Context: an optimization exercise on an open-source flow, tuned for small area, a short achievable clock period and few clock cycles. The choices shown serve that exercise and are no tape-out recipe. RTL that was checked went through simulation tests only; none was proved equivalent to the original. The RTL of runs 2 and 3 was laid out without a check of its function.

[flow/config.mk]
export PLATFORM = sky130hd
export DESIGN_NAME = posit_top
export DESIGN_NICKNAME = posit_top
export VERILOG_FILES = /design/flow/design.v
export SDC_FILE = /design/flow/constraint.sdc
export NUM_CORES = 4
export LEC_CHECK = 0
export ABC_AREA = 1
export CAP_MARGIN = 20
export CORE_MARGIN = 2
export CORE_UTILIZATION = 55
export SETUP_SLACK_MARGIN = 1.25
export SLEW_MARGIN = 20
export TNS_END_PERCENT = 0
[flow/constraint.sdc]
create_clock -name core_clock -period 10.5 [get_ports {clk}]
set_input_delay 2.1000 -clock core_clock [delete_from_list [all_inputs] [get_ports {clk}]]
set_output_delay 2.1000 -clock core_clock [all_outputs]
set_load 0.01 [all_outputs]
[flow/design.v]
module CLZ #(
  parameter W = 14
)(
  input [W - 1 : 0] in,
  output [4:0] lz
);
wire [15:0] x = {in, {(16 - W){1'b0}}};
wire [7:0] v1;
wire [7:0] c1;
wire [3:0] v2;
wire [1:0] c2 [0:3];
wire [1:0] v3;
wire [2:0] c3 [0:1];
genvar g;
generate
  for (g = 0; g < 8; g = g + 1) begin : l1
    assign v1[g] = x[2 * g + 1] | x[2 * g];
    assign c1[g] = ~x[2 * g + 1];
  end
  for (g = 0; g < 4; g = g + 1) begin : l2
    assign v2[g] = v1[2 * g + 1] | v1[2 * g];
    assign c2[g] = v1[2 * g + 1] ? {1'b0, c1[2 * g + 1]} : {1'b1, c1[2 * g]};
  end
  for (g = 0; g < 2; g = g + 1) begin : l3
    assign v3[g] = v2[2 * g + 1] | v2[2 * g];
    assign c3[g] = v2[2 * g + 1] ? {1'b0, c2[2 * g + 1]} : {1'b1, c2[2 * g]};
  end
endgenerate
wire any = v3[1] | v3[0];
wire [3:0] c4 = v3[1] ? {1'b0, c3[1]} : {1'b1, c3[0]};
assign lz = any ? {1'b0, c4} : W;
endmodule
module pfx_or #(
  parameter W = 16
)(
  input [W - 1 : 0] in,
  output [W - 1 : 0] out
);
localparam L = $clog2(W);
wire [W - 1 : 0] O [0 : L];
assign O[0] = in;
genvar l, i;
generate
  for (l = 0; l < L; l = l + 1) begin : lev
    for (i = 0; i < W; i = i + 1) begin : bt
      if ((i >> l) & 1) begin
        localparam integer j = ((i >> l) << l) - 1;
        assign O[l + 1][i] = O[l][i] | O[l][j];
      end else begin
        assign O[l + 1][i] = O[l][i];
      end
    end
  end
endgenerate
assign out = O[L];
endmodule
module padd #(
  parameter W = 16
)(
  input [W - 1 : 0] a, b,
  input cin,
  output [W - 1 : 0] s,
  output cout
);
localparam L = $clog2(W + 1);
wire [W : 0] G [0 : L];
wire [W : 0] P [0 : L];
assign G[0] = {a & b, cin};
assign P[0] = {a ^ b, 1'b0};
genvar l, i;
generate
  for (l = 0; l < L; l = l + 1) begin : lev
    for (i = 0; i <= W; i = i + 1) begin : bt
      if ((i >> l) & 1) begin
        localparam integer j = ((i >> l) << l) - 1;
        assign G[l + 1][i] = G[l][i] | (P[l][i] & G[l][j]);
        assign P[l + 1][i] = P[l][i] & P[l][j];
      end else begin
        assign G[l + 1][i] = G[l][i];
        assign P[l + 1][i] = P[l][i];
      end
    end
  end
endgenerate
assign s = P[0][W : 1] ^ G[L][W - 1 : 0];
assign cout = G[L][W];
endmodule
module pgt #(
  parameter W = 15
)(
  input [W - 1 : 0] a, b,
  output gt,
  output eq
);
localparam L = $clog2(W);
wire [W - 1 : 0] G [0 : L];
wire [W - 1 : 0] E [0 : L];
assign G[0] = a & ~b;
assign E[0] = ~(a ^ b);
genvar l, i;
generate
  for (l = 0; l < L; l = l + 1) begin : lev
    for (i = 0; i < W; i = i + 1) begin : bt
      if ((i >> l) & 1) begin
        localparam integer j = ((i >> l) << l) - 1;
        assign G[l + 1][i] = G[l][i] | (E[l][i] & G[l][j]);
        assign E[l + 1][i] = E[l][i] & E[l][j];
      end else begin
        assign G[l + 1][i] = G[l][i];
        assign E[l + 1][i] = E[l][i];
      end
    end
  end
endgenerate
assign gt = G[L][W - 1];
assign eq = E[L][W - 1];
endmodule
module dstep (
  input [14:0] r, d,
  output [14:0] r_out,
  output qb
);
wire [14:0] g0 = ~r & d;
wire [14:0] p0 = ~(r ^ d);
wire [14:0] G [0:4];
wire [14:0] P [0:4];
assign G[0] = g0;
assign P[0] = p0;
genvar l, i;
generate
  for (l = 0; l < 4; l = l + 1) begin : lev
    for (i = 0; i < 15; i = i + 1) begin : bt
      if ((i >> l) & 1) begin
        localparam integer j = ((i >> l) << l) - 1;
        assign G[l+1][i] = G[l][i] | (P[l][i] & G[l][j]);
        assign P[l+1][i] = P[l][i] & P[l][j];
      end else begin
        assign G[l+1][i] = G[l][i];
        assign P[l+1][i] = P[l][i];
      end
    end
  end
endgenerate
wire [14:0] bin = {G[4][13:0], 1'b0};
wire lt = G[4][14];         
assign qb = ~lt;
wire [14:0] t = (d ^ bin) & {15{~lt}};
wire [14:0] rn = r ^ t;
assign r_out = {rn[13:0], 1'b0};
endmodule
module divider #(
  parameter STEPS = 1
)(
  input [14:0] r_in,
  input [13:0] q_in,
  input [14:0] d,
  output [14:0] r_out,
  output [13:0] q_out
);
wire [14:0] r [0 : STEPS];
wire [13:0] q [0 : STEPS];
assign r[0] = r_in;
assign q[0] = q_in;
genvar i;
generate
  for (i = 0; i < STEPS; i = i + 1) begin : step
    wire qb;
    dstep st (.r(r[i]), .d(d), .r_out(r[i + 1]), .qb(qb));
    assign q[i + 1] = {q[i][12:0], qb};
  end
endgenerate
assign r_out = r[STEPS];
assign q_out = q[STEPS];
endmodule
module posit_extraction (
  input [15:0] x,
  output [14:0] t,
  output [5:0] sf,
  output [11:0] f,
  output zero,
  output nar
);
wire s = x[15];
wire [14:0] any_le;
pfx_or #(15) po (.in(x[14:0]), .out(any_le));
wire [14:0] lower_any = {any_le[13:0], 1'b0};
assign t = x[14:0] ^ ({15{s}} & lower_any);
assign zero = ~|x;
assign nar = s & ~lower_any[14] & ~x[14];
wire r0 = t[14];
wire [4:0] lz;
CLZ #(14) clz (.in(t[13:0] ^ {14{r0}}), .lz(lz));
wire [12:0] tmp = t[12:0] << lz[3:0];
assign f = tmp[11:0];
assign sf = {r0 ? {1'b0, lz[3:0]} : ~{1'b0, lz[3:0]}, tmp[12]};
endmodule
module posit_scalar (
  input div,
  input [5:0] a_sf, b_sf,
  output [5:0] md_sf
);
wire [5:0] bx = div ? ~b_sf : b_sf;
wire [6:0] msu = {a_sf[5], a_sf} + {bx[5], bx} + {6'd0, div};
wire signed [6:0] ms = msu;
assign md_sf = (ms > 7'sd28) ? 6'd28 : (ms < -7'sd28) ? -6'sd28 : ms[5:0];
endmodule
module posit_arithmetic_operator (
  input [1:0] opcode,
  input [15:0] a, b,
  input [13:0] div_q,          
  output [14:0] div_n, div_d,  
  output enc_sign,             
  output [5:0] enc_sf,
  output [13:0] enc_m,
  output nar,                  
  output muldiv_zero,          
  output add_zero              
);
wire [14:0] ta, tb;
wire [5:0] sfa, sfb;
wire [11:0] fa, fb;
wire za, zb, na, nb;
posit_extraction ea (.x(a), .t(ta), .sf(sfa), .f(fa), .zero(za), .nar(na));
posit_extraction eb (.x(b), .t(tb), .sf(sfb), .f(fb), .zero(zb), .nar(nb));
wire sa = a[15];
wire sb = b[15];
wire a_gt_b, a_eq_b;
pgt #(15) cmp (.a(ta), .b(tb), .gt(a_gt_b), .eq(a_eq_b));
wire eff_sub = sa ^ sb ^ opcode[0];
wire sum_zero = a_eq_b & eff_sub;
wire [5:0] sfg = a_gt_b ? sfa : sfb;
wire [11:0] fg = a_gt_b ? fa : fb;
wire [11:0] fs = a_gt_b ? fb : fa;
wire [5:0] d_ab = sfa - sfb;
wire [5:0] d_ba = sfb - sfa;
wire [5:0] shift = a_gt_b ? d_ab : d_ba;
wire [14:0] G = {2'b01, fg, 1'b0};
wire [14:0] S_full = {2'b01, fs, 1'b0};
wire [5:0] sfg_m1 = sfg - 6'd1;
wire [5:0] sfg_m2 = sfg - 6'd2;
wire [14:0] S = (shift[5:4] != 2'b00) ? 15'd0 : (S_full >> shift[3:0]);
wire [11:0] po_a, po_b;
pfx_or #(12) poa (.in(fa), .out(po_a));
pfx_or #(12) pob (.in(fb), .out(po_b));
wire [11:0] po_s = a_gt_b ? po_b : po_a;
wire [15:0] sticky_tab = {2'b11, po_s, 2'b00};
wire sticky = shift[5] ? 1'b0 : shift[4] ? (shift[3:0] != 4'hf) : sticky_tab[shift[3:0]];
wire [14:0] V;
padd #(15) addsub (.a(G), .b(S ^ {15{eff_sub}}), .cin(eff_sub & ~sticky), .s(V), .cout());
wire [11:0] f_far = V[14] ? V[13:2] : V[13] ? V[12:1] : V[11:0];
wire [5:0] sf_far = V[14] ? sfg : V[13] ? sfg_m1 : sfg_m2;
wire [4:0] lzn;
CLZ #(15) clzn (.in(V), .lz(lzn));
wire [14:0] Vnn = V << lzn[3:0];
wire [11:0] f_near = Vnn[13:2];
wire [5:0] sf_near = sfg - {2'b0, lzn[3:0]};
wire near = eff_sub & (shift[5:1] == 5'd0);
wire [11:0] f_as = near ? f_near : f_far;
wire [5:0] sf_as = near ? sf_near : sf_far;
wire [25:0] P;
mul13 mul (.a(fa), .b(fb), .p(P));
wire [5:0] md_sf;
posit_scalar scal (.div(opcode[0]), .a_sf(sfa), .b_sf(sfb), .md_sf(md_sf));
wire fb_gt_fa;
pgt #(12) cmpf (.a(fb), .b(fa), .gt(fb_gt_fa), .eq());
wire lt = a_gt_b & fb_gt_fa;
assign div_n = {1'b1, fa, 2'b0};
assign div_d = lt ? {2'b01, fb, 1'b0} : {1'b1, fb, 2'b0};
wire [4:0] lzh;
CLZ #(10) clzq (.in(div_q[13:4]), .lz(lzh));
wire [13:0] qn_h = div_q << lzh[3:0];
wire [2:0] qn_l = div_q[3] ? div_q[2:0] : div_q[2] ? {div_q[1:0], 1'b0} : div_q[1] ? {div_q[0], 2'b0} : 3'b0;
wire [11:0] f_d = (div_q[13:4] != 10'd0) ? qn_h[12:1] : {qn_l, 9'b0};
wire [5:0] sf_d = md_sf - {5'b0, lt} - 6'd1;
reg [13:0] m_r;
reg [5:0] sf_r;
reg s_r;
always @* begin
  case (opcode)
    2'b10: begin m_r = P[25:12]; sf_r = md_sf; s_r = sa ^ sb; end
    2'b11: begin m_r = {1'b1, f_d, 1'b0}; sf_r = sf_d; s_r = sa ^ sb; end
    default: begin
      if (za | zb) begin m_r = {1'b1, fg, 1'b0}; sf_r = sfg_m1; end
      else begin m_r = {1'b1, f_as, 1'b0}; sf_r = sf_as; end
      s_r = a_gt_b ? sa : (sb ^ opcode[0]);
    end
  endcase
end
assign enc_sign = s_r;
assign enc_sf = sf_r;
assign enc_m = m_r;
assign nar = na | nb;
assign muldiv_zero = opcode[1] & (za | zb);
assign add_zero = ~opcode[1] & sum_zero;
endmodule
module mul13 (input [11:0] a, input [11:0] b, output [25:0] p);
wire neg0 = b[1] & ~(b[0] & 1'b0);
wire one0 = b[0] ^ 1'b0;
wire two0 = (b[1] & ~b[0] & ~1'b0) | (~b[1] & b[0] & 1'b0);
wire pp0_0 = ((one0 & a[0]) | (two0 & 1'b0)) ^ neg0;
wire pp0_1 = ((one0 & a[1]) | (two0 & a[0])) ^ neg0;
wire pp0_2 = ((one0 & a[2]) | (two0 & a[1])) ^ neg0;
wire pp0_3 = ((one0 & a[3]) | (two0 & a[2])) ^ neg0;
wire pp0_4 = ((one0 & a[4]) | (two0 & a[3])) ^ neg0;
wire pp0_5 = ((one0 & a[5]) | (two0 & a[4])) ^ neg0;
wire pp0_6 = ((one0 & a[6]) | (two0 & a[5])) ^ neg0;
wire pp0_7 = ((one0 & a[7]) | (two0 & a[6])) ^ neg0;
wire pp0_8 = ((one0 & a[8]) | (two0 & a[7])) ^ neg0;
wire pp0_9 = ((one0 & a[9]) | (two0 & a[8])) ^ neg0;
wire pp0_10 = ((one0 & a[10]) | (two0 & a[9])) ^ neg0;
wire pp0_11 = ((one0 & a[11]) | (two0 & a[10])) ^ neg0;
wire pp0_12 = ((one0 & 1'b1) | (two0 & a[11])) ^ neg0;
wire pp0_13 = ((one0 & 1'b0) | (two0 & 1'b1)) ^ neg0;
wire neg1 = b[3] & ~(b[2] & b[1]);
wire one1 = b[2] ^ b[1];
wire two1 = (b[3] & ~b[2] & ~b[1]) | (~b[3] & b[2] & b[1]);
wire pp1_0 = ((one1 & a[0]) | (two1 & 1'b0)) ^ neg1;
wire pp1_1 = ((one1 & a[1]) | (two1 & a[0])) ^ neg1;
wire pp1_2 = ((one1 & a[2]) | (two1 & a[1])) ^ neg1;
wire pp1_3 = ((one1 & a[3]) | (two1 & a[2])) ^ neg1;
wire pp1_4 = ((one1 & a[4]) | (two1 & a[3])) ^ neg1;
wire pp1_5 = ((one1 & a[5]) | (two1 & a[4])) ^ neg1;
wire pp1_6 = ((one1 & a[6]) | (two1 & a[5])) ^ neg1;
wire pp1_7 = ((one1 & a[7]) | (two1 & a[6])) ^ neg1;
wire pp1_8 = ((one1 & a[8]) | (two1 & a[7])) ^ neg1;
wire pp1_9 = ((one1 & a[9]) | (two1 & a[8])) ^ neg1;
wire pp1_10 = ((one1 & a[10]) | (two1 & a[9])) ^ neg1;
wire pp1_11 = ((one1 & a[11]) | (two1 & a[10])) ^ neg1;
wire pp1_12 = ((one1 & 1'b1) | (two1 & a[11])) ^ neg1;
wire pp1_13 = ((one1 & 1'b0) | (two1 & 1'b1)) ^ neg1;
wire neg2 = b[5] & ~(b[4] & b[3]);
wire one2 = b[4] ^ b[3];
wire two2 = (b[5] & ~b[4] & ~b[3]) | (~b[5] & b[4] & b[3]);
wire pp2_0 = ((one2 & a[0]) | (two2 & 1'b0)) ^ neg2;
wire pp2_1 = ((one2 & a[1]) | (two2 & a[0])) ^ neg2;
wire pp2_2 = ((one2 & a[2]) | (two2 & a[1])) ^ neg2;
wire pp2_3 = ((one2 & a[3]) | (two2 & a[2])) ^ neg2;
wire pp2_4 = ((one2 & a[4]) | (two2 & a[3])) ^ neg2;
wire pp2_5 = ((one2 & a[5]) | (two2 & a[4])) ^ neg2;
wire pp2_6 = ((one2 & a[6]) | (two2 & a[5])) ^ neg2;
wire pp2_7 = ((one2 & a[7]) | (two2 & a[6])) ^ neg2;
wire pp2_8 = ((one2 & a[8]) | (two2 & a[7])) ^ neg2;
wire pp2_9 = ((one2 & a[9]) | (two2 & a[8])) ^ neg2;
wire pp2_10 = ((one2 & a[10]) | (two2 & a[9])) ^ neg2;
wire pp2_11 = ((one2 & a[11]) | (two2 & a[10])) ^ neg2;
wire pp2_12 = ((one2 & 1'b1) | (two2 & a[11])) ^ neg2;
wire pp2_13 = ((one2 & 1'b0) | (two2 & 1'b1)) ^ neg2;
wire neg3 = b[7] & ~(b[6] & b[5]);
wire one3 = b[6] ^ b[5];
wire two3 = (b[7] & ~b[6] & ~b[5]) | (~b[7] & b[6] & b[5]);
wire pp3_0 = ((one3 & a[0]) | (two3 & 1'b0)) ^ neg3;
wire pp3_1 = ((one3 & a[1]) | (two3 & a[0])) ^ neg3;
wire pp3_2 = ((one3 & a[2]) | (two3 & a[1])) ^ neg3;
wire pp3_3 = ((one3 & a[3]) | (two3 & a[2])) ^ neg3;
wire pp3_4 = ((one3 & a[4]) | (two3 & a[3])) ^ neg3;
wire pp3_5 = ((one3 & a[5]) | (two3 & a[4])) ^ neg3;
wire pp3_6 = ((one3 & a[6]) | (two3 & a[5])) ^ neg3;
wire pp3_7 = ((one3 & a[7]) | (two3 & a[6])) ^ neg3;
wire pp3_8 = ((one3 & a[8]) | (two3 & a[7])) ^ neg3;
wire pp3_9 = ((one3 & a[9]) | (two3 & a[8])) ^ neg3;
wire pp3_10 = ((one3 & a[10]) | (two3 & a[9])) ^ neg3;
wire pp3_11 = ((one3 & a[11]) | (two3 & a[10])) ^ neg3;
wire pp3_12 = ((one3 & 1'b1) | (two3 & a[11])) ^ neg3;
wire pp3_13 = ((one3 & 1'b0) | (two3 & 1'b1)) ^ neg3;
wire neg4 = b[9] & ~(b[8] & b[7]);
wire one4 = b[8] ^ b[7];
wire two4 = (b[9] & ~b[8] & ~b[7]) | (~b[9] & b[8] & b[7]);
wire pp4_0 = ((one4 & a[0]) | (two4 & 1'b0)) ^ neg4;
wire pp4_1 = ((one4 & a[1]) | (two4 & a[0])) ^ neg4;
wire pp4_2 = ((one4 & a[2]) | (two4 & a[1])) ^ neg4;
wire pp4_3 = ((one4 & a[3]) | (two4 & a[2])) ^ neg4;
wire pp4_4 = ((one4 & a[4]) | (two4 & a[3])) ^ neg4;
wire pp4_5 = ((one4 & a[5]) | (two4 & a[4])) ^ neg4;
wire pp4_6 = ((one4 & a[6]) | (two4 & a[5])) ^ neg4;
wire pp4_7 = ((one4 & a[7]) | (two4 & a[6])) ^ neg4;
wire pp4_8 = ((one4 & a[8]) | (two4 & a[7])) ^ neg4;
wire pp4_9 = ((one4 & a[9]) | (two4 & a[8])) ^ neg4;
wire pp4_10 = ((one4 & a[10]) | (two4 & a[9])) ^ neg4;
wire pp4_11 = ((one4 & a[11]) | (two4 & a[10])) ^ neg4;
wire pp4_12 = ((one4 & 1'b1) | (two4 & a[11])) ^ neg4;
wire pp4_13 = ((one4 & 1'b0) | (two4 & 1'b1)) ^ neg4;
wire neg5 = b[11] & ~(b[10] & b[9]);
wire one5 = b[10] ^ b[9];
wire two5 = (b[11] & ~b[10] & ~b[9]) | (~b[11] & b[10] & b[9]);
wire pp5_0 = ((one5 & a[0]) | (two5 & 1'b0)) ^ neg5;
wire pp5_1 = ((one5 & a[1]) | (two5 & a[0])) ^ neg5;
wire pp5_2 = ((one5 & a[2]) | (two5 & a[1])) ^ neg5;
wire pp5_3 = ((one5 & a[3]) | (two5 & a[2])) ^ neg5;
wire pp5_4 = ((one5 & a[4]) | (two5 & a[3])) ^ neg5;
wire pp5_5 = ((one5 & a[5]) | (two5 & a[4])) ^ neg5;
wire pp5_6 = ((one5 & a[6]) | (two5 & a[5])) ^ neg5;
wire pp5_7 = ((one5 & a[7]) | (two5 & a[6])) ^ neg5;
wire pp5_8 = ((one5 & a[8]) | (two5 & a[7])) ^ neg5;
wire pp5_9 = ((one5 & a[9]) | (two5 & a[8])) ^ neg5;
wire pp5_10 = ((one5 & a[10]) | (two5 & a[9])) ^ neg5;
wire pp5_11 = ((one5 & a[11]) | (two5 & a[10])) ^ neg5;
wire pp5_12 = ((one5 & 1'b1) | (two5 & a[11])) ^ neg5;
wire pp5_13 = ((one5 & 1'b0) | (two5 & 1'b1)) ^ neg5;
wire neg6 = 1'b0 & ~(1'b1 & b[11]);
wire one6 = 1'b1 ^ b[11];
wire two6 = (1'b0 & ~1'b1 & ~b[11]) | (~1'b0 & 1'b1 & b[11]);
wire pp6_0 = ((one6 & a[0]) | (two6 & 1'b0)) ^ neg6;
wire pp6_1 = ((one6 & a[1]) | (two6 & a[0])) ^ neg6;
wire pp6_2 = ((one6 & a[2]) | (two6 & a[1])) ^ neg6;
wire pp6_3 = ((one6 & a[3]) | (two6 & a[2])) ^ neg6;
wire pp6_4 = ((one6 & a[4]) | (two6 & a[3])) ^ neg6;
wire pp6_5 = ((one6 & a[5]) | (two6 & a[4])) ^ neg6;
wire pp6_6 = ((one6 & a[6]) | (two6 & a[5])) ^ neg6;
wire pp6_7 = ((one6 & a[7]) | (two6 & a[6])) ^ neg6;
wire pp6_8 = ((one6 & a[8]) | (two6 & a[7])) ^ neg6;
wire pp6_9 = ((one6 & a[9]) | (two6 & a[8])) ^ neg6;
wire pp6_10 = ((one6 & a[10]) | (two6 & a[9])) ^ neg6;
wire pp6_11 = ((one6 & a[11]) | (two6 & a[10])) ^ neg6;
wire pp6_12 = ((one6 & 1'b1) | (two6 & a[11])) ^ neg6;
wire pp6_13 = ((one6 & 1'b0) | (two6 & 1'b1)) ^ neg6;
wire s1;
wire c2;
assign s1 = pp0_10 ^ pp1_8;
assign c2 = pp0_10 & pp1_8;
wire s3;
wire c4;
assign s3 = pp0_11 ^ pp1_9;
assign c4 = pp0_11 & pp1_9;
wire s5;
wire c6;
assign s5 = pp0_12 ^ pp1_10 ^ pp2_8;
assign c6 = (pp0_12 & pp1_10) | (pp0_12 & pp2_8) | (pp1_10 & pp2_8);
wire s7;
wire c8;
assign s7 = pp3_6 ^ pp4_4;
assign c8 = pp3_6 & pp4_4;
wire s9;
wire c10;
assign s9 = pp0_13 ^ pp1_11 ^ pp2_9;
assign c10 = (pp0_13 & pp1_11) | (pp0_13 & pp2_9) | (pp1_11 & pp2_9);
wire s11;
wire c12;
assign s11 = pp3_7 ^ pp4_5;
assign c12 = pp3_7 & pp4_5;
wire s13;
wire c14;
assign s13 = ~neg0 ^ pp1_12 ^ pp2_10;
assign c14 = (~neg0 & pp1_12) | (~neg0 & pp2_10) | (pp1_12 & pp2_10);
wire s15;
wire c16;
assign s15 = pp3_8 ^ pp4_6 ^ pp5_4;
assign c16 = (pp3_8 & pp4_6) | (pp3_8 & pp5_4) | (pp4_6 & pp5_4);
wire s17;
wire c18;
assign s17 = pp1_13 ^ pp2_11 ^ pp3_9;
assign c18 = (pp1_13 & pp2_11) | (pp1_13 & pp3_9) | (pp2_11 & pp3_9);
wire s19;
wire c20;
assign s19 = pp4_7 ^ pp5_5;
assign c20 = pp4_7 & pp5_5;
wire s21;
wire c22;
assign s21 = ~neg1 ^ pp2_12 ^ pp3_10;
assign c22 = (~neg1 & pp2_12) | (~neg1 & pp3_10) | (pp2_12 & pp3_10);
wire s23;
wire c24;
assign s23 = pp2_13 ^ pp3_11;
assign c24 = pp2_13 & pp3_11;
wire s25;
wire c26;
assign s25 = pp0_6 ^ pp1_4;
assign c26 = pp0_6 & pp1_4;
wire s27;
wire c28;
assign s27 = pp0_7 ^ pp1_5;
assign c28 = pp0_7 & pp1_5;
wire s29;
wire c30;
assign s29 = pp0_8 ^ pp1_6 ^ pp2_4;
assign c30 = (pp0_8 & pp1_6) | (pp0_8 & pp2_4) | (pp1_6 & pp2_4);
wire s31;
wire c32;
assign s31 = pp3_2 ^ pp4_0;
assign c32 = pp3_2 & pp4_0;
wire s33;
wire c34;
assign s33 = pp0_9 ^ pp1_7 ^ pp2_5;
assign c34 = (pp0_9 & pp1_7) | (pp0_9 & pp2_5) | (pp1_7 & pp2_5);
wire s35;
wire c36;
assign s35 = pp3_3 ^ pp4_1;
assign c36 = pp3_3 & pp4_1;
wire s37;
wire c38;
assign s37 = pp2_6 ^ pp3_4 ^ pp4_2;
assign c38 = (pp2_6 & pp3_4) | (pp2_6 & pp4_2) | (pp3_4 & pp4_2);
wire s39;
wire c40;
assign s39 = pp5_0 ^ neg5 ^ s1;
assign c40 = (pp5_0 & neg5) | (pp5_0 & s1) | (neg5 & s1);
wire s41;
wire c42;
assign s41 = pp2_7 ^ pp3_5 ^ pp4_3;
assign c42 = (pp2_7 & pp3_5) | (pp2_7 & pp4_3) | (pp3_5 & pp4_3);
wire s43;
wire c44;
assign s43 = pp5_1 ^ s3 ^ c2;
assign c44 = (pp5_1 & s3) | (pp5_1 & c2) | (s3 & c2);
wire s45;
wire c46;
assign s45 = pp5_2 ^ pp6_0 ^ neg6;
assign c46 = (pp5_2 & pp6_0) | (pp5_2 & neg6) | (pp6_0 & neg6);
wire s47;
wire c48;
assign s47 = s5 ^ s7 ^ c4;
assign c48 = (s5 & s7) | (s5 & c4) | (s7 & c4);
wire s49;
wire c50;
assign s49 = pp5_3 ^ pp6_1 ^ s9;
assign c50 = (pp5_3 & pp6_1) | (pp5_3 & s9) | (pp6_1 & s9);
wire s51;
wire c52;
assign s51 = s11 ^ c6 ^ c8;
assign c52 = (s11 & c6) | (s11 & c8) | (c6 & c8);
wire s53;
wire c54;
assign s53 = pp6_2 ^ 1'b1 ^ s13;
assign c54 = (pp6_2 & 1'b1) | (pp6_2 & s13) | (1'b1 & s13);
wire s55;
wire c56;
assign s55 = s15 ^ c10 ^ c12;
assign c56 = (s15 & c10) | (s15 & c12) | (c10 & c12);
wire s57;
wire c58;
assign s57 = pp6_3 ^ 1'b1 ^ s17;
assign c58 = (pp6_3 & 1'b1) | (pp6_3 & s17) | (1'b1 & s17);
wire s59;
wire c60;
assign s59 = s19 ^ c14 ^ c16;
assign c60 = (s19 & c14) | (s19 & c16) | (c14 & c16);
wire s61;
wire c62;
assign s61 = pp4_8 ^ pp5_6 ^ pp6_4;
assign c62 = (pp4_8 & pp5_6) | (pp4_8 & pp6_4) | (pp5_6 & pp6_4);
wire s63;
wire c64;
assign s63 = s21 ^ c18 ^ c20;
assign c64 = (s21 & c18) | (s21 & c20) | (c18 & c20);
wire s65;
wire c66;
assign s65 = pp4_9 ^ pp5_7 ^ pp6_5;
assign c66 = (pp4_9 & pp5_7) | (pp4_9 & pp6_5) | (pp5_7 & pp6_5);
wire s67;
wire c68;
assign s67 = 1'b1 ^ s23 ^ c22;
assign c68 = (1'b1 & s23) | (1'b1 & c22) | (s23 & c22);
wire s69;
wire c70;
assign s69 = ~neg2 ^ pp3_12 ^ pp4_10;
assign c70 = (~neg2 & pp3_12) | (~neg2 & pp4_10) | (pp3_12 & pp4_10);
wire s71;
wire c72;
assign s71 = pp5_8 ^ pp6_6 ^ c24;
assign c72 = (pp5_8 & pp6_6) | (pp5_8 & c24) | (pp6_6 & c24);
wire s73;
wire c74;
assign s73 = pp3_13 ^ pp4_11 ^ pp5_9;
assign c74 = (pp3_13 & pp4_11) | (pp3_13 & pp5_9) | (pp4_11 & pp5_9);
wire s75;
wire c76;
assign s75 = pp6_7 ^ 1'b1;
assign c76 = pp6_7 & 1'b1;
wire s77;
wire c78;
assign s77 = ~neg3 ^ pp4_12 ^ pp5_10;
assign c78 = (~neg3 & pp4_12) | (~neg3 & pp5_10) | (pp4_12 & pp5_10);
wire s79;
wire c80;
assign s79 = pp4_13 ^ pp5_11;
assign c80 = pp4_13 & pp5_11;
wire s81;
wire c82;
assign s81 = pp0_4 ^ pp1_2;
assign c82 = pp0_4 & pp1_2;
wire s83;
wire c84;
assign s83 = pp0_5 ^ pp1_3;
assign c84 = pp0_5 & pp1_3;
wire s85;
wire c86;
assign s85 = pp2_2 ^ pp3_0 ^ neg3;
assign c86 = (pp2_2 & pp3_0) | (pp2_2 & neg3) | (pp3_0 & neg3);
wire s87;
wire c88;
assign s87 = pp2_3 ^ pp3_1 ^ s27;
assign c88 = (pp2_3 & pp3_1) | (pp2_3 & s27) | (pp3_1 & s27);
wire s89;
wire c90;
assign s89 = neg4 ^ s29 ^ s31;
assign c90 = (neg4 & s29) | (neg4 & s31) | (s29 & s31);
wire s91;
wire c92;
assign s91 = s33 ^ s35 ^ c30;
assign c92 = (s33 & s35) | (s33 & c30) | (s35 & c30);
wire s93;
wire c94;
assign s93 = s37 ^ s39 ^ c34;
assign c94 = (s37 & s39) | (s37 & c34) | (s39 & c34);
wire s95;
wire c96;
assign s95 = s41 ^ s43 ^ c38;
assign c96 = (s41 & s43) | (s41 & c38) | (s43 & c38);
wire s97;
wire c98;
assign s97 = s45 ^ s47 ^ c42;
assign c98 = (s45 & s47) | (s45 & c42) | (s47 & c42);
wire s99;
wire c100;
assign s99 = s49 ^ s51 ^ c46;
assign c100 = (s49 & s51) | (s49 & c46) | (s51 & c46);
wire s101;
wire c102;
assign s101 = s53 ^ s55 ^ c50;
assign c102 = (s53 & s55) | (s53 & c50) | (s55 & c50);
wire s103;
wire c104;
assign s103 = s57 ^ s59 ^ c54;
assign c104 = (s57 & s59) | (s57 & c54) | (s59 & c54);
wire s105;
wire c106;
assign s105 = s61 ^ s63 ^ c58;
assign c106 = (s61 & s63) | (s61 & c58) | (s63 & c58);
wire s107;
wire c108;
assign s107 = s65 ^ s67 ^ c62;
assign c108 = (s65 & s67) | (s65 & c62) | (s67 & c62);
wire s109;
wire c110;
assign s109 = s69 ^ s71 ^ c66;
assign c110 = (s69 & s71) | (s69 & c66) | (s71 & c66);
wire s111;
wire c112;
assign s111 = s73 ^ s75 ^ c70;
assign c112 = (s73 & s75) | (s73 & c70) | (s75 & c70);
wire s113;
wire c114;
assign s113 = pp6_8 ^ s77 ^ c74;
assign c114 = (pp6_8 & s77) | (pp6_8 & c74) | (s77 & c74);
wire s115;
wire c116;
assign s115 = pp6_9 ^ 1'b1 ^ s79;
assign c116 = (pp6_9 & 1'b1) | (pp6_9 & s79) | (1'b1 & s79);
wire s117;
wire c118;
assign s117 = ~neg4 ^ pp5_12 ^ pp6_10;
assign c118 = (~neg4 & pp5_12) | (~neg4 & pp6_10) | (pp5_12 & pp6_10);
wire s119;
wire c120;
assign s119 = pp5_13 ^ pp6_11;
assign c120 = pp5_13 & pp6_11;
wire s121;
wire c122;
assign s121 = pp0_2 ^ pp1_0;
assign c122 = pp0_2 & pp1_0;
wire s123;
wire c124;
assign s123 = pp0_3 ^ pp1_1;
assign c124 = pp0_3 & pp1_1;
wire s125;
wire c126;
assign s125 = pp2_0 ^ neg2 ^ s81;
assign c126 = (pp2_0 & neg2) | (pp2_0 & s81) | (neg2 & s81);
wire s127;
wire c128;
assign s127 = pp2_1 ^ s83 ^ c82;
assign c128 = (pp2_1 & s83) | (pp2_1 & c82) | (s83 & c82);
wire s129;
wire c130;
assign s129 = s25 ^ s85 ^ c84;
assign c130 = (s25 & s85) | (s25 & c84) | (s85 & c84);
wire s131;
wire c132;
assign s131 = c26 ^ s87 ^ c86;
assign c132 = (c26 & s87) | (c26 & c86) | (s87 & c86);
wire s133;
wire c134;
assign s133 = c28 ^ s89 ^ c88;
assign c134 = (c28 & s89) | (c28 & c88) | (s89 & c88);
wire s135;
wire c136;
assign s135 = c32 ^ s91 ^ c90;
assign c136 = (c32 & s91) | (c32 & c90) | (s91 & c90);
wire s137;
wire c138;
assign s137 = c36 ^ s93 ^ c92;
assign c138 = (c36 & s93) | (c36 & c92) | (s93 & c92);
wire s139;
wire c140;
assign s139 = c40 ^ s95 ^ c94;
assign c140 = (c40 & s95) | (c40 & c94) | (s95 & c94);
wire s141;
wire c142;
assign s141 = c44 ^ s97 ^ c96;
assign c142 = (c44 & s97) | (c44 & c96) | (s97 & c96);
wire s143;
wire c144;
assign s143 = c48 ^ s99 ^ c98;
assign c144 = (c48 & s99) | (c48 & c98) | (s99 & c98);
wire s145;
wire c146;
assign s145 = c52 ^ s101 ^ c100;
assign c146 = (c52 & s101) | (c52 & c100) | (s101 & c100);
wire s147;
wire c148;
assign s147 = c56 ^ s103 ^ c102;
assign c148 = (c56 & s103) | (c56 & c102) | (s103 & c102);
wire s149;
wire c150;
assign s149 = c60 ^ s105 ^ c104;
assign c150 = (c60 & s105) | (c60 & c104) | (s105 & c104);
wire s151;
wire c152;
assign s151 = c64 ^ s107 ^ c106;
assign c152 = (c64 & s107) | (c64 & c106) | (s107 & c106);
wire s153;
wire c154;
assign s153 = c68 ^ s109 ^ c108;
assign c154 = (c68 & s109) | (c68 & c108) | (s109 & c108);
wire s155;
wire c156;
assign s155 = c72 ^ s111 ^ c110;
assign c156 = (c72 & s111) | (c72 & c110) | (s111 & c110);
wire s157;
wire c158;
assign s157 = c76 ^ s113 ^ c112;
assign c158 = (c76 & s113) | (c76 & c112) | (s113 & c112);
wire s159;
wire c160;
assign s159 = c78 ^ s115 ^ c114;
assign c160 = (c78 & s115) | (c78 & c114) | (s115 & c114);
wire s161;
wire c162;
assign s161 = c80 ^ s117 ^ c116;
assign c162 = (c80 & s117) | (c80 & c116) | (s117 & c116);
wire s163;
wire c164;
assign s163 = 1'b1 ^ s119 ^ c118;
assign c164 = (1'b1 & s119) | (1'b1 & c118) | (s119 & c118);
wire s165;
wire c166;
assign s165 = ~neg5 ^ pp6_12 ^ c120;
assign c166 = (~neg5 & pp6_12) | (~neg5 & c120) | (pp6_12 & c120);
wire s167;
wire c168;
assign s167 = pp6_13 ^ 1'b1;
assign c168 = pp6_13 & 1'b1;
wire [25:0] r0 = {s167, s165, s163, s161, s159, s157, s155, s153, s151, s149, s147, s145, s143, s141, s139, s137, s135, s133, s131, s129, s127, s125, s123, neg1, pp0_1, pp0_0};
wire [25:0] r1 = {c166, c164, c162, c160, c158, c156, c154, c152, c150, c148, c146, c144, c142, c140, c138, c136, c134, c132, c130, c128, c126, c124, c122, s121, 1'b0, neg0};
padd #(26) cpa (.a(r0), .b(r1), .cin(1'b0), .s(p), .cout());
endmodule
module posit_encoder (
  input sign,
  input [5:0] sf,
  input [11:0] f,
  output [15:0] ans
);
wire neg = sf[5];
wire [3:0] sh = sf[4:1] ^ {4{neg}};
wire [14:0] w = {~neg, neg, sf[0], f};
wire [29:0] wx = {{15{~neg}}, w} >> sh;
wire [15:0] t = {1'b0, wx[14:0]};
wire [15:0] any_le;
pfx_or #(16) po (.in(t), .out(any_le));
wire [15:0] lower_any = {any_le[14:0], 1'b0};
assign ans = t ^ ({16{sign}} & lower_any);
endmodule
module posit_top#(
  parameter posit_width = 16,  
  parameter es = 1  
)(
  input clk,
  input reset,
  input start,
  input [1:0] opcode,  
  input [posit_width - 1 : 0] a, b,
  output reg done,
  output zero,
  output [posit_width - 1 : 0] result
);
wire [14:0] div_n, div_d;
wire enc_sign, nar, muldiv_zero, add_zero;
wire [5:0] enc_sf;
wire [13:0] enc_m;
reg busy1, busy2, busy3;
reg [14:0] r_reg, d_reg;
reg [13:0] q_reg;
reg sign_reg, nar_reg, mdz_reg, addz_reg;
reg [5:0] sf_reg;
reg [13:0] m_reg;
wire [5:0] sf_out = sf_reg + {5'd0, m_reg[13]};
wire [11:0] f_out = m_reg[13] ? m_reg[12:1] : m_reg[11:0];
wire [15:0] enc_ans;
posit_encoder enc (.sign(sign_reg), .sf(sf_out), .f(f_out), .ans(enc_ans));
assign result = nar_reg ? 16'h8000 : (mdz_reg | addz_reg) ? 16'h0000 : enc_ans;
assign zero = addz_reg | (~mdz_reg & sf_out[5] & (sf_out[4:2] == 3'b000));
wire [14:0] r4, r5;
wire [13:0] q4, q5;
divider #(.STEPS(4)) div_b4 (.r_in(r_reg), .q_in(q_reg), .d(d_reg), .r_out(r4), .q_out(q4));
divider #(.STEPS(1)) div_b1 (.r_in(r4), .q_in(q4), .d(d_reg), .r_out(r5), .q_out(q5));
posit_arithmetic_operator core (
  .opcode(opcode), .a(a), .b(b), .div_q(q4),
  .div_n(div_n), .div_d(div_d),
  .enc_sign(enc_sign), .enc_sf(enc_sf), .enc_m(enc_m),
  .nar(nar), .muldiv_zero(muldiv_zero), .add_zero(add_zero)
);
wire start_div = start & opcode[1] & opcode[0];
always @(posedge clk or posedge reset) begin
  if (reset) begin
    done <= 1'b0;
    busy1 <= 1'b0;
    busy2 <= 1'b0;
    busy3 <= 1'b0;
  end else begin
    done <= (start & ~start_div) | busy3;
    busy1 <= start_div;
    busy2 <= busy1;
    busy3 <= busy2;
  end
end
always @(posedge clk) begin
  sign_reg <= enc_sign;
  sf_reg <= enc_sf;
  m_reg <= enc_m;
  nar_reg <= nar;
  mdz_reg <= muldiv_zero;
  addz_reg <= add_zero;
  r_reg <= (busy1 | busy2) ? r5 : div_n;
  q_reg <= (busy1 | busy2) ? q5 : 14'd0;
  d_reg <= div_d;
end
endmodule
[flow/flow/run.sh]
#!/bin/bash
# Layout flow: the standard layout (standard.sh), with one synthesis
# setting changed: ADDER_MAP_FILE is left empty, so Yosys does not extract
# full/half adders into sky130 fa/ha cells and ABC maps the arithmetic into
# ordinary gates (faster carry paths). Everything else, including the
# registers the synthesis makes, is the standard flow's.
set -euo pipefail
cd "$(dirname "$0")/.."
sed 's/CLKGATE_MAP_FILE= /CLKGATE_MAP_FILE= ADDER_MAP_FILE= /' standard.sh > standard_noadder.sh
grep -q 'ADDER_MAP_FILE= ' standard_noadder.sh
bash standard_noadder.sh > flow_orfs.log 2>&1 || { tail -50 flow_orfs.log; exit 1; }
test -f out/final.def
[flow/standard.sh]
#!/bin/bash
# synth_recipe.tcl (not shown) runs the flow's synth.tcl, then flattens the netlist and writes it again
# the make line also repeats each setting of config.mk as NAME=value (left out here)
make -C /OpenROAD-flow-scripts/flow DESIGN_CONFIG=/design/flow/config.mk WORK_HOME=/design/flow/orfs CLKGATE_MAP_FILE= SYNTH_SCRIPT=/design/flow/synth_recipe.tcl "${@:-finish}"
==> out/metrics.yaml, run 1 <==
sta:
  hold_viol_final: 0
  finalSetupViolCount: 0
  fin_tns_setup_ps: 0
  setup_ws_ps: 1760
  finalCritPeriodShare_pct: 83.2
  period_needed_ps: 8740
  finClkSkew_ps: 8.62
  rsz0062_at_grt: "yes"
  drv_slew: 0
  worst_pin_slew_ps: 1090
  slew_headroom_pct: 26.5
  fmax_mhz: 114
synth:
  synthAdderAreaFrac_pct: 0
  synth_cells: 4482
  synth-compound-area-share_pct: 13.1
  synth_seq_cells: 65
  yosys_warnings: 15
  synthXorXnorAreaFrac_pct: 5.98
  synthMuxAreaShare_pct: 0.318
  syn-cell-area_mm2: 0.0224
  synth_fp_nets: 4519
  ys_seq_area_share_pct: 5.90
  avgSynthCellArea_um2: 5.00
  synthSimpleGateAreaFrac_pct: 61.7
  synth_top_family_by_area: "simple AND/OR/NAND/NOR gates"
  ys_types: 70
global_routing:
  grt_pass1_vias: 24512
  grt.total_usage_pct: 35.6
  grt_overflow_total: 0
  grt_max_degree: 33
  antenna_found_initial: 0
  grt_pass1_wl_um: 123000
layout:
  area_delta_synth_final_pct: 5.92
  finalNetCount: 4511
  drive_gt1_share_pct: 9.18
  fillers: 4475
  insertedDiodeCount: 0
setup_path:
  reg2reg_to: "r_reg[5]$_DFF_P_"
  cp-start-kind: "primary input"
  path_class: "primary input to flop"
  crit_start: "a[2]"
  worstReg2RegStart: "d_reg[10]$_DFF_P_"
  rrSetupSlack_ps: 2010
  slowest_delay_ps: 470
  end_kind: "flop"
  crit_path_frequent_cell: "nand2_1"
  cp.required_ps: 10740
  r2r_cells: 47
  endpoint: "sf_reg[5]$_DFF_P_"
  critPathArrivalTime_ps: 8970
  slowest_stage: "clkdlybuf4s50_1"
  crit_fanout: 19
placed_design:
  dp_slack_ps: 740
  hpwl_um: 61500
  place_congestion: 1.01
  numPortBuffers: 54
clock_network:
  cts_buffer_depth: 2
  clock_latency_ps: 350
  cts.reportedPaths.clkPinSlew_ps: 60
  cts.sinks: 65
  cts_tree: "yes"
  cts_buffers: 9
  htree_levels: 3
  cts_root_buf: "clkbuf_16"
floorplanning:
  die_area_mm2: 0.0424
  initial_utilization_pct: 56.0
  num_rows: 73
  io_pins: 55
  dieHeight_um: 206
  die_w_um: 206
  core_mm2: 0.0400
routing:
  drt-total-wl_um: 76100
  first_pass_iters: 6
  antenna_left: 0
  viasPerCell: 5.59
  wire_per_inst_um: 15.2
  drc: 0
  drtIter0Drc: 2856
  vias: 27980
job:
  drv_cap: 0
outcome:
  status: "timing/DRC/antenna clean"
worst_hold_path:
  worst_hold_path_type: "flop to flop"
==> synthesized netlist by cell type (all sizes together) <==
cell type,instances,area share [%]
o22ai,62,1.7
mux2,1,0.050
o21a,7,0.23
o41ai,1,0.039
o31ai,2,0.089
xnor3,4,0.40
and3,2,0.056
nor3,38,0.85
inv,528,8.9
o21bai,3,0.10
xor2,121,4.9
a21o,10,0.33
a211oi,7,0.23
a21boi,18,0.64
nor2,319,6.6
o211ai,12,0.40
a22oi,3,0.10
nand3,701,17
nand3b,19,0.64
clkbuf,48,0.87
o21ai,233,5.4
a32o,1,0.045
nor4,1,0.095
a22o,2,0.078
nand2,1904,34
clkinv,11,0.18
nand4,70,2.0
o221ai,9,0.35
dlygate4sd1,1,0.039
a221oi,2,0.078
and2,5,0.14
nor3b,1,0.034
mux2i,6,0.27
or2,38,1.1
xor3,1,0.11
buf,85,3.0
dfxtp,61,5.4
dfrtp,4,0.45
xnor2,14,0.55
a31oi,10,0.31
a21oi,117,3.0
==> area by class of cell <==
| class | instances | area, um2 | share of cell area (%) |
|---|---|---|---|
| Multi-Input combinational cell | 3745 | 18400 | 77.4 |
| Inverter | 539 | 2040 | 8.61 |
| Sequential cell | 65 | 1330 | 5.58 |
| Timing Repair Buffer | 114 | 1010 | 4.27 |
| Tap cell | 525 | 657 | 2.77 |
| Clock buffer | 11 | 243 | 1.02 |
| Clock inverter | 5 | 78.8 | 0.332 |
==> per-stage QoR <==
step / hold slack, ps / instances / cell area, um2 / util (%)
CTS: 381 / 4982 / 23400 / 58.4
floorplan: 354 / 4482 / 22400 / -
global route: 383 / 5004 / 23700 / 59.3
global placement: 358 / 4966 / 23000 / 57.6
detailed placement: 368 / 4966 / 23000 / 57.6
finish: 379 / 5004 / 23700 / 59.3
==> worst min-delay path by stage <==
stage	from	to	slack [ps]	cells past startpoint
finish	busy2$_DFF_PP0_	busy3$_DFF_PP0_	380	0
floorplan	busy2$_DFF_PP0_	busy3$_DFF_PP0_	350	0
detailed placement	busy1$_DFF_PP0_	busy2$_DFF_PP0_	370	0
global placement	busy1$_DFF_PP0_	busy2$_DFF_PP0_	360	0
global route	busy1$_DFF_PP0_	busy2$_DFF_PP0_	380	0
CTS	busy1$_DFF_PP0_	busy2$_DFF_PP0_	380	0
==> cells by family (layout without fill, tap and decap cells) <==
| family | after synthesis | after routing |
|---|---|---|
| flip-flops | 65 | 65 |
| AO/OA/AOI/OAI | 499 | 499 |
| AND/OR/NAND/NOR | 3098 | 3099 |
| buffers and inverters | 673 | 669 |
| multiplexers | 7 | 7 |
| XOR/XNOR | 140 | 140 |
==> worst max-delay path, delay by kind of cell <==
kind	cells	cell delay (ps)
buffers and inverters	5	900
AO/OA/AOI/OAI	2	580
AND/OR/NAND/NOR	47	5380
==> layer usage <==
layer,up-vias,routed length (um),GRT usage (%)
met5,-,0,0
met4,0,2240,10.9
met3,148,5980,3.85
met2,1005,34200,60.3
met1,12416,33700,47.4
li1,14411,-,-
==> what timing repair did <==
| action | in CTS | in global routing |
|---|---|---|
| resized for setup | 2 | 46 |
| endpoints found under the setup margin | 11 | 37 |
| pin swaps | 0 | 11 |
| hold buffers | 0 | 0 |
| cloned | 0 | 1 |
| setup buffers | 0 | 21 |
==> cells in the final DEF (no fill, tap or decap), types with 10 or more instances in the layout <==
cell / synthesis / layout
a21o_1: 10 / 10
xnor2_1: 14 / 13
a21oi_2: 10 / 12
inv_1: 463 / 462
nand3_1: 656 / 654
a21boi_0: 12 / 12
nand3_2: 43 / 42
nor3_1: 38 / 38
nand3b_1: 19 / 19
nor2_4: 14 / 18
o211ai_1: 12 / 12
o22ai_1: 62 / 62
o21ai_0: 182 / 180
nor2_1: 270 / 266
nand4_1: 69 / 69
nor2_2: 28 / 28
buf_4: 23 / 59
or2_2: 21 / 21
xor2_1: 115 / 115
or2_1: 17 / 17
dfxtp_1: 61 / 60
a21oi_1: 103 / 101
o21ai_1: 43 / 45
nand2_2: 78 / 79
nand2_1: 1805 / 1797
clkdlybuf4s50_1: 0 / 50
inv_2: 61 / 62
nand2_4: 20 / 26
Testbench counts, summed over its fixed seeds: cycles 46,265.
==> run 2: changes to the inputs <==
--- a/flow/design.v
+++ b/flow/design.v
@@ -250,8 +250,13 @@
 wire [11:0] f_far = V[14] ? V[13:2] : V[13] ? V[12:1] : V[11:0];
 wire [5:0] sf_far = V[14] ? sfg : V[13] ? sfg_m1 : sfg_m2;
+wire [14:0] Sn = (sfa[0] ^ sfb[0]) ? {1'b0, S_full[14:1]} : S_full;
+wire [14:0] Vn;
+padd #(15) subn (.a(G), .b(~Sn), .cin(1'b1), .s(Vn), .cout());
+wire [14:0] nx = opcode[1] ? {div_q, 1'b0} : Vn;
 wire [4:0] lzn;
-CLZ #(15) clzn (.in(V), .lz(lzn));
-wire [14:0] Vnn = V << lzn[3:0];
-wire [11:0] f_near = Vnn[13:2];
+CLZ #(15) clzn (.in(nx), .lz(lzn));
+wire [14:0] nxn = nx << lzn[3:0];
+wire [11:0] f_norm = nxn[13:2];
+wire [11:0] f_near = f_norm;
 wire [5:0] sf_near = sfg - {2'b0, lzn[3:0]};
 wire near = eff_sub & (shift[5:1] == 5'd0);
@@ -267,9 +272,5 @@
 assign div_n = {1'b1, fa, 2'b0};
 assign div_d = lt ? {2'b01, fb, 1'b0} : {1'b1, fb, 2'b0};
-wire [4:0] lzh;
-CLZ #(10) clzq (.in(div_q[13:4]), .lz(lzh));
-wire [13:0] qn_h = div_q << lzh[3:0];
-wire [2:0] qn_l = div_q[3] ? div_q[2:0] : div_q[2] ? {div_q[1:0], 1'b0} : div_q[1] ? {div_q[0], 2'b0} : 3'b0;
-wire [11:0] f_d = (div_q[13:4] != 10'd0) ? qn_h[12:1] : {qn_l, 9'b0};
+wire [11:0] f_d = f_norm;
 wire [5:0] sf_d = md_sf - {5'b0, lt} - 6'd1;
 reg [13:0] m_r;
@@ -765,7 +766,12 @@
 wire [29:0] wx = {{15{~neg}}, w} >> sh;
 wire [15:0] t = {1'b0, wx[14:0]};
-wire [15:0] any_le;
-pfx_or #(16) po (.in(t), .out(any_le));
-wire [15:0] lower_any = {any_le[14:0], 1'b0};
+wire [15:0] lower_any;
+genvar i;
+generate
+  for (i = 0; i < 16; i = i + 1) begin : neg_b
+    if (i == 0) assign lower_any[i] = 1'b0;
+    else assign lower_any[i] = lower_any[i - 1] | t[i - 1];
+  end
+endgenerate
 assign ans = t ^ ({16{sign}} & lower_any);
 endmodule
--- a/flow/config.mk
+++ b/flow/config.mk
@@ -9,6 +9,6 @@
 export CAP_MARGIN = 20
 export CORE_MARGIN = 2
-export CORE_UTILIZATION = 55
-export SETUP_SLACK_MARGIN = 1.25
+export CORE_UTILIZATION = 40
+export SETUP_SLACK_MARGIN = 1.5
 export SLEW_MARGIN = 20
-export TNS_END_PERCENT = 0
+export TNS_END_PERCENT = 5
==> run 2 against run 1 <==
  * Register-to-register slack better by 80 ps
  * Flip-flop and latch count is the same
  * First-iteration DRC count shrank 9.1%
  * Sequential share of layout area down 0.33 points
  * Non-clock buffer count rose by 59
  * Cell count up 8.5%
  * Largest cell class unchanged
  * Highest routed layer is now met5
==> out/metrics.yaml, run 2 <==
sta:
  period_needed_ps: 8540  # was 8740 ps
  slew_headroom_pct: 24.6  # was 26.5%
  finalCritPeriodShare_pct: 81.3  # was 83.2%
  fin_tns_setup_ps: 0  # unchanged
  worst_pin_slew_ps: 1120  # was 1090 ps
  hold_viol_final: 0  # unchanged
  holdWs_ps: 374  # was 379 ps
  finalSetupViolCount: 0  # unchanged
  drv_slew: 0  # unchanged
  finClkSkew_ps: 6.75  # was 8.62 ps
  fmax_mhz: 117  # was 114 MHz
  rsz0062_at_grt: "yes"  # unchanged
setup_path:
  critPathArrivalTime_ps: 8830  # was 8970 ps
  rrSetupSlack_ps: 2090  # was 2010 ps
  end_kind: "flop"  # unchanged
  reg2reg_to: "r_reg[2]$_DFF_P_"  # was r_reg[5]$_DFF_P_
  cp.required_ps: 10790  # was 10,740 ps
  r2r_cells: 49  # was 47
  slowest_delay_ps: 460  # was 470 ps
  slowest_stage: "clkdlybuf4s50_1"  # unchanged
  path_class: "primary input to flop"  # unchanged
  crit_path_frequent_cell: "nand2_1"  # unchanged
  cp-start-kind: "primary input"  # unchanged
  crit_start: "a[1]"  # was a[2]
  crit_fanout: 15  # was 19
  worstReg2RegStart: "d_reg[12]$_DFF_P_"  # was d_reg[10]$_DFF_P_
global_routing:
  grt.total_usage_pct: 27.1  # was 35.6%
  grt_overflow_total: 0  # unchanged
  grt_max_degree: 42  # was 33
  antenna_found_initial: 3  # was 0
  grt_pass1_wl_um: 129000  # was 123,000 um
  grt_pass1_vias: 25516  # was 24,512
floorplanning:
  core_mm2: 0.0561  # was 0.0400 mm2
  dieHeight_um: 241  # was 206 um
  io_pins: 55  # unchanged
  die_w_um: 241  # was 206 um
  initial_utilization_pct: 40.2  # was 56.0%
  die_area_mm2: 0.0583  # was 0.0424 mm2
  num_rows: 87  # was 73
worst_hold_path:
  min_delay_path_depth: 0  # unchanged
  hold_end: "busy2$_DFF_PP0_"  # was busy3$_DFF_PP0_
  worstHoldStart: "busy1$_DFF_PP0_"  # was busy2$_DFF_PP0_
  worst_hold_path_type: "flop to flop"  # unchanged
synth:
  async_flop_share_pct: 6.15  # unchanged
  syn-cell-area_mm2: 0.0226  # was 0.0224 mm2
  synth_edf_count: 0  # unchanged
  ys.flop_type: "dfxtp_1"  # unchanged
  synth_top_area_share_pct: 32.8  # was 30.2%
  yosys-top-cells-area: "nand2_1 33%, nand3_1 14%, inv_1 8.1%, dfxtp_1 5.4%, nor2_1 4.4%"  # was nand2_1 30%, nand3_1 15%, inv_1 7.8%, dfxtp_1 5.4%, nor2_1 4.5%
  ys_seq_area_share_pct: 5.86  # was 5.90%
  yosys_warnings: 13  # was 15
  synth_fp_nets: 4646  # was 4,519
  synth_seq_cells: 65  # unchanged
  ys_top_cells_by_count: "1,970 x nand2_1, 653 x nand3_1, 488 x inv_1"  # was 1,805 x nand2_1, 656 x nand3_1, 463 x inv_1
  avgSynthCellArea_um2: 4.89  # was 5.00 um2
  yosys.area.top_type: "nand2_1"  # unchanged
  ys_types: 68  # was 70
  synth.most_common_cell: "nand2_1"  # unchanged
  synth_cells: 4609  # was 4,482
placed_design:
  place_congestion: 1.01  # about the same
  numPortBuffers: 54  # unchanged
  hpwl_um: 64800  # was 61,500 um
outcome:
  status: "timing/DRC/antenna clean"  # unchanged
layout:
  mostFrequentLayoutCells: "1,940 x nand2_1, 645 x nand3_1, 487 x inv_1"  # was 1,797 x nand2_1, 654 x nand3_1, 462 x inv_1
  final_common_cell: "nand2_1"  # unchanged
  drive_gt1_share_pct: 11.2  # was 9.18%
  finalNetCount: 4704  # was 4,511
  area_delta_synth_final_pct: 11.9  # was 5.92%
clock_network:
  cts_tree: "yes"  # unchanged
  postCtsHoldBufs: 0  # unchanged
  cts_root_buf: "clkbuf_16"  # unchanged
  cts.sinks: 65  # unchanged
  htree_levels: 3  # unchanged
  clock_latency_ps: 350  # about the same
  cts_buffer_depth: 2  # unchanged
  cts.reportedPaths.clkPinSlew_ps: 60  # about the same
  cts_buffers: 9  # unchanged
routing:
  drc: 0  # unchanged
  antenna_left: 0  # unchanged
  vias: 28890  # was 27,980
  first_pass_iters: 7  # was 6
  viasPerCell: 5.32  # was 5.59
  drtIter0Drc: 2597  # was 2,856
  drt-total-wl_um: 81400  # was 76,100 um
  wire_per_inst_um: 15.0  # was 15.2 um
job:
  drv_cap: 0  # unchanged
-- run 2: changes by cell type after synthesis, moves of 17 or more --
cell     before   now
o21ai_1      43    74
inv_1       463   488
nand2_2      78    61
inv_2        61    78
o21ai_0     182   155
nand2_1    1805  1970
nand3_2      43    23
-- run 2: critical path: cells and delay by family --
kind	cells	cell delay, ps
xor gates and xnor gates	3	660
and+or+nand+nor	39	4470
buffers and inverters	10	1570
-- run 2: final cells by class --
cell class,count,area (um2)
clock inverters,6,90.1
clock buffers,10,239
well taps,756,946
flip-flops and latches,65,1330
multi-input cells,3840,19000
repair buffers,173,1480
diodes,1,2.50
fillers,6261,30800
inverters,578,2220
-- run 2: worst max path at each step --
stage	endpoint	slack, ps	depth (start not counted)
global placement	m_reg[6]$_DFF_P_	520	53
detailed placement	m_reg[6]$_DFF_P_	410	53
global route	m_reg[4]$_DFF_P_	1330	59
floorplan	m_reg[10]$_DFF_P_	3300	53
finish	m_reg[9]$_DFF_P_	1960	52
CTS	m_reg[6]$_DFF_P_	1310	54
-- run 2: cells by family (layout without fill, tap and decap cells) --
kind of cell,Yosys count,in the layout,share of synthesized area (%)
and+or+nand+nor,3214,3220,62.4
buffers and inverters,711,767,13.1
muxes,15,15,0.666
adders and majority gates,1,1,0.0444
DFF,65,65,5.86
AOI/OAI and AO/OA,470,471,12.1
xor gates and xnor gates,133,133,5.85
other,0,1,0
-- run 2: repair_timing --
action                     4_1_cts  5_1_grt
gates resized for setup         19      155
buffers inserted                 2       64
pin swaps                        2       33
setup endpoints to repair       22       40
gates cloned                     0        7
-- run 2: metrics by stage --
step / worst slack [ps] / instances / utilization, % / cell area, um2
final: 1960 / 5429 / 45.0 / 25300
after global routing: 1330 / 5428 / 45.0 / 25300
after CTS: 1310 / 5357 / 43.0 / 24100
after detailed placement: 413 / 5339 / 42.2 / 23700
after global placement: 521 / 5339 / 42.2 / 23700
after floorplan: 3300 / 4609 / - / 22600
-- run 2: layer usage --
layer / track usage (%) / routed length [um] / vias up
met5: 0 / 11 / -
met4: 8.68 / 2510 / 2
met3: 3.44 / 6300 / 154
met2: 44.1 / 35800 / 1052
met1: 36.8 / 36800 / 12813
li1: - / - / 14869
==> run 3: changes to the inputs <==
--- a/flow/config.mk
+++ b/flow/config.mk
@@ -9,5 +9,5 @@
 export CAP_MARGIN = 20
 export CORE_MARGIN = 2
-export CORE_UTILIZATION = 40
+export CORE_UTILIZATION = 55
 export SETUP_SLACK_MARGIN = 1.5
 export SLEW_MARGIN = 20
==> run 3 against run 2 <==
  * Still clean
  * First-iteration DRC count rose by 1.2%
  * Cell count fell by 4.5%
  * Final area fell by 2.8%
  * Utilization rose by 15 points
  * Hold slack improved by 8.0 ps
  * Area after synthesis did not move
  * Count of clock-buffer cells in the layout fell by 1
  * Flip-flop and latch count did not move
  * Fmax fell by 1.2%
  * Via count barely moved
  * Critical path type unchanged
  * Highest routed layer is now met4
==> out/metrics.yaml, run 3 <==
setup_path:
  cp-start-kind: "primary input"  # unchanged
  slowest_delay_ps: 460  # about the same
  reg2reg_to: "r_reg[13]$_DFF_P_"  # was r_reg[2]$_DFF_P_
  cp.required_ps: 10740  # was 10,790 ps
  path_class: "primary input to flop"  # unchanged
  r2r_cells: 49  # unchanged
  end_kind: "flop"  # unchanged
  rrSetupSlack_ps: 2140  # was 2090 ps
  crit_fanout: 17  # was 15
  critPathArrivalTime_ps: 8880  # was 8830 ps
  worstReg2RegStart: "d_reg[7]$_DFF_P_"  # was d_reg[12]$_DFF_P_
  crit_path_frequent_cell: "nand2_1"  # unchanged
  slowest_stage: "clkdlybuf4s50_1"  # unchanged
routing:
  wire_per_inst_um: 15.1  # was 15.0 um
  drt-total-wl_um: 78400  # was 81,400 um
  antenna_left: 0  # unchanged
  first_pass_iters: 6  # was 7
  drc: 0  # unchanged
  vias: 28892  # was 28,890
  drtIter0Drc: 2628  # was 2,597
  viasPerCell: 5.57  # was 5.32
synth:
  avgSynthCellArea_um2: 4.89  # unchanged
  synth.most_common_cell: "nand2_1"  # unchanged
  ys_types: 68  # unchanged
  synthSimpleGateAreaFrac_pct: 62.4  # unchanged
  synthXorXnorAreaFrac_pct: 5.85  # unchanged
  synth-compound-area-share_pct: 12.1  # unchanged
  synth_top_family_by_area: "simple AND/OR/NAND/NOR gates"  # unchanged
  syn-cell-area_mm2: 0.0226  # unchanged
  yosys.area.top_type: "nand2_1"  # unchanged
  async_flop_share_pct: 6.15  # unchanged
  yosys_warnings: 13  # unchanged
  synth_cells: 4609  # unchanged
  ys_seq_area_share_pct: 5.86  # unchanged
  yosys-top-cells-area: "nand2_1 33%, nand3_1 14%, inv_1 8.1%, dfxtp_1 5.4%, nor2_1 4.4%"  # unchanged
  synth_top_area_share_pct: 32.8  # unchanged
  synthAdderAreaFrac_pct: 0.0444  # unchanged
  synthMuxAreaShare_pct: 0.666  # unchanged
  ys_top_cells_by_count: "1,970 x nand2_1, 653 x nand3_1, 488 x inv_1"  # unchanged
  ys.flop_type: "dfxtp_1"  # unchanged
  synth_edf_count: 0  # unchanged
  synth_fp_nets: 4646  # unchanged
  synth_seq_cells: 65  # unchanged
global_routing:
  grt.total_usage_pct: 36.0  # was 27.1%
  grt_pass1_vias: 24866  # was 25,516
  grt_overflow_total: 0  # unchanged
  antenna_found_initial: 3  # unchanged
  grt_pass1_wl_um: 125000  # was 129,000 um
  grt_max_degree: 42  # unchanged
clock_network:
  postCtsHoldBufs: 0  # unchanged
  cts_buffer_depth: 2  # unchanged
  cts.reportedPaths.clkPinSlew_ps: 60  # about the same
  clock_latency_ps: 360  # was 350 ps
  cts_buffers: 9  # unchanged
  htree_levels: 3  # unchanged
  cts_tree: "yes"  # unchanged
  cts.sinks: 65  # unchanged
  cts_root_buf: "clkbuf_16"  # unchanged
placed_design:
  numPortBuffers: 54  # unchanged
  hpwl_um: 62300  # was 64,800 um
  placed_cell_area_mm2: 0.0234  # was 0.0237 mm2
  dp_cells: 5114  # was 5,339
  place_congestion: 1.03  # was 1.01
sta:
  drv_slew: 0  # unchanged
  holdWs_ps: 382  # was 374 ps
  slew_headroom_pct: 27.4  # was 24.6%
  finalSetupViolCount: 0  # unchanged
  finClkSkew_ps: 10.8  # was 6.75 ps
  fmax_mhz: 116  # was 117 MHz
  finalCritPeriodShare_pct: 82.3  # was 81.3%
  fin_tns_setup_ps: 0  # unchanged
  hold_viol_final: 0  # unchanged
  worst_pin_slew_ps: 1080  # was 1120 ps
  rsz0062_at_grt: "yes"  # unchanged
  period_needed_ps: 8640  # was 8540 ps
worst_hold_path:
  worst_hold_path_type: "flop to flop"  # unchanged
  min_delay_path_depth: 0  # unchanged
  hold_end: "busy2$_DFF_PP0_"  # unchanged
  worstHoldStart: "busy1$_DFF_PP0_"  # unchanged
layout:
  area_delta_synth_final_pct: 8.83  # was 11.9%
  stdcell_count: 5183  # was 5,429
  mostFrequentLayoutCells: "1,946 x nand2_1, 647 x nand3_1, 482 x inv_1"  # was 1,940 x nand2_1, 645 x nand3_1, 487 x inv_1
  finalNetCount: 4683  # was 4,704
  insertedDiodeCount: 0  # was 1
  drive_gt1_share_pct: 10.0  # was 11.2%
  final_area_mm2: 0.0246  # was 0.0253 mm2
  final_common_cell: "nand2_1"  # unchanged
floorplanning:
  num_rows: 74  # was 87
  initial_utilization_pct: 55.5  # was 40.2%
  die_w_um: 207  # was 241 um
  dieHeight_um: 207  # was 241 um
  core_mm2: 0.0406  # was 0.0561 mm2
  io_pins: 55  # unchanged
  die_area_mm2: 0.0427  # was 0.0583 mm2
outcome:
  status: "timing/DRC/antenna clean"  # unchanged
job:
  drv_cap: 0  # unchanged
==> run 3: cell counts after synthesis <==
Identical to the previous run, type by type.
==> run 3: worst max-delay path by stage <==
stage | from | slack, ps | to | cells after the start
2_1_floorplan | a[9] | 3300 | m_reg[10]$_DFF_P_ | 53
3_3_place_gp | b[0] | 610 | sf_reg[5]$_DFF_P_ | 49
3_5_place_dp | b[0] | 610 | m_reg[6]$_DFF_P_ | 51
4_1_cts | b[0] | 1410 | m_reg[9]$_DFF_P_ | 53
5_1_grt | b[1] | 1290 | m_reg[11]$_DFF_P_ | 54
6_report | a[1] | 1860 | sf_reg[0]$_DFF_P_ | 47
==> run 3: logic make-up after synthesis <==
group           count (synthesis)
compound gates                470
xor+xnor                      133
flops                          65
buf+inv                       711
mux                            15
simple gates                 3214
fa+ha+maj                       1
==> run 3: repair_timing <==
action / CTS / global route
gates cloned: 0 / 3
buffers inserted: 0 / 50
pin swaps: 0 / 21
endpoints found under the setup margin: 24 / 40
gates resized for setup: 13 / 102
==> run 3: metal layers <==
layer / up-vias / global-route usage, % / routed length [um]
met1: 12739 / 48.5 / 34700
met2: 1145 / 59.0 / 34400
met4: 0 / 12.8 / 2750
li1: 14801 / - / -
met5: - / 0 / 0
met3: 207 / 4.21 / 6610
==> run 3: worst max-delay path, delay by kind of cell <==
kind                      cells  cell delay, ps
xor gates and xnor gates      3             620
and+or+nand+nor              28            3760
AOI/OAI and AO/OA             7            1010
buffers and inverters         9            1350
==> run 3: metrics by stage <==
| stage | setup WS, ps | util (%) |
|---|---|---|
| final | 1860 | 60.4 |
| after global routing | 1290 | 60.4 |
| after CTS | 1410 | 58.5 |
| after detailed placement | 608 | 57.6 |
| after global placement | 606 | 57.6 |
| after floorplan | 3300 | - |
==> run 3: layout make-up <==
cell class                 count  area (um2)
multi-input combinational   3836       18700
tap                          532         666
clock inverter                 7         101
sequential                    65        1330
fill                        4486       16100
clock buffer                   9         225
timing repair buffer         156        1330
inverter                     578        2210

-- what the ideal ports hide --
The results above use ideal ports. As a check the final layouts listed here were re-extracted and re-timed, cells and wires unchanged. Step 1 assumes that a clkbuf_16 drives the clock port and a buf_2 every other input. Step 2 moves the port delays by t, midway between the first and last clock arrival at a register: inputs arrive t later, outputs are due t later. That takes back most of the time a late clock gives input paths. Three values: no drivers, after step 1, after step 2; two values: the first two.
| run | t (ns) | setup slack, ns | hold slack, ns | clock arrival spread, ns | worst data-port slew with drivers (ns) |
|---|---|---|---|---|---|
| run 1 | 0.392 | 1.762 / 1.788 / 1.396 | 0.379 / 0.379 / 0.379 | 0.009 / 0.008 | 0.03 |
| run 2 | 0.403 | 1.963 / 1.997 / 1.595 | 0.374 / 0.374 / 0.374 | 0.007 / 0.007 | 0.05 |
| run 3 | 0.402 | 1.857 / 1.887 / 1.484 | 0.382 / 0.382 / 0.382 | 0.011 / 0.011 | 0.05 |
After both steps every run listed still meets setup and hold. The setup slack of run 3, which loses most, moves by +0.030 ns with the drivers and by -0.373 ns with both steps.
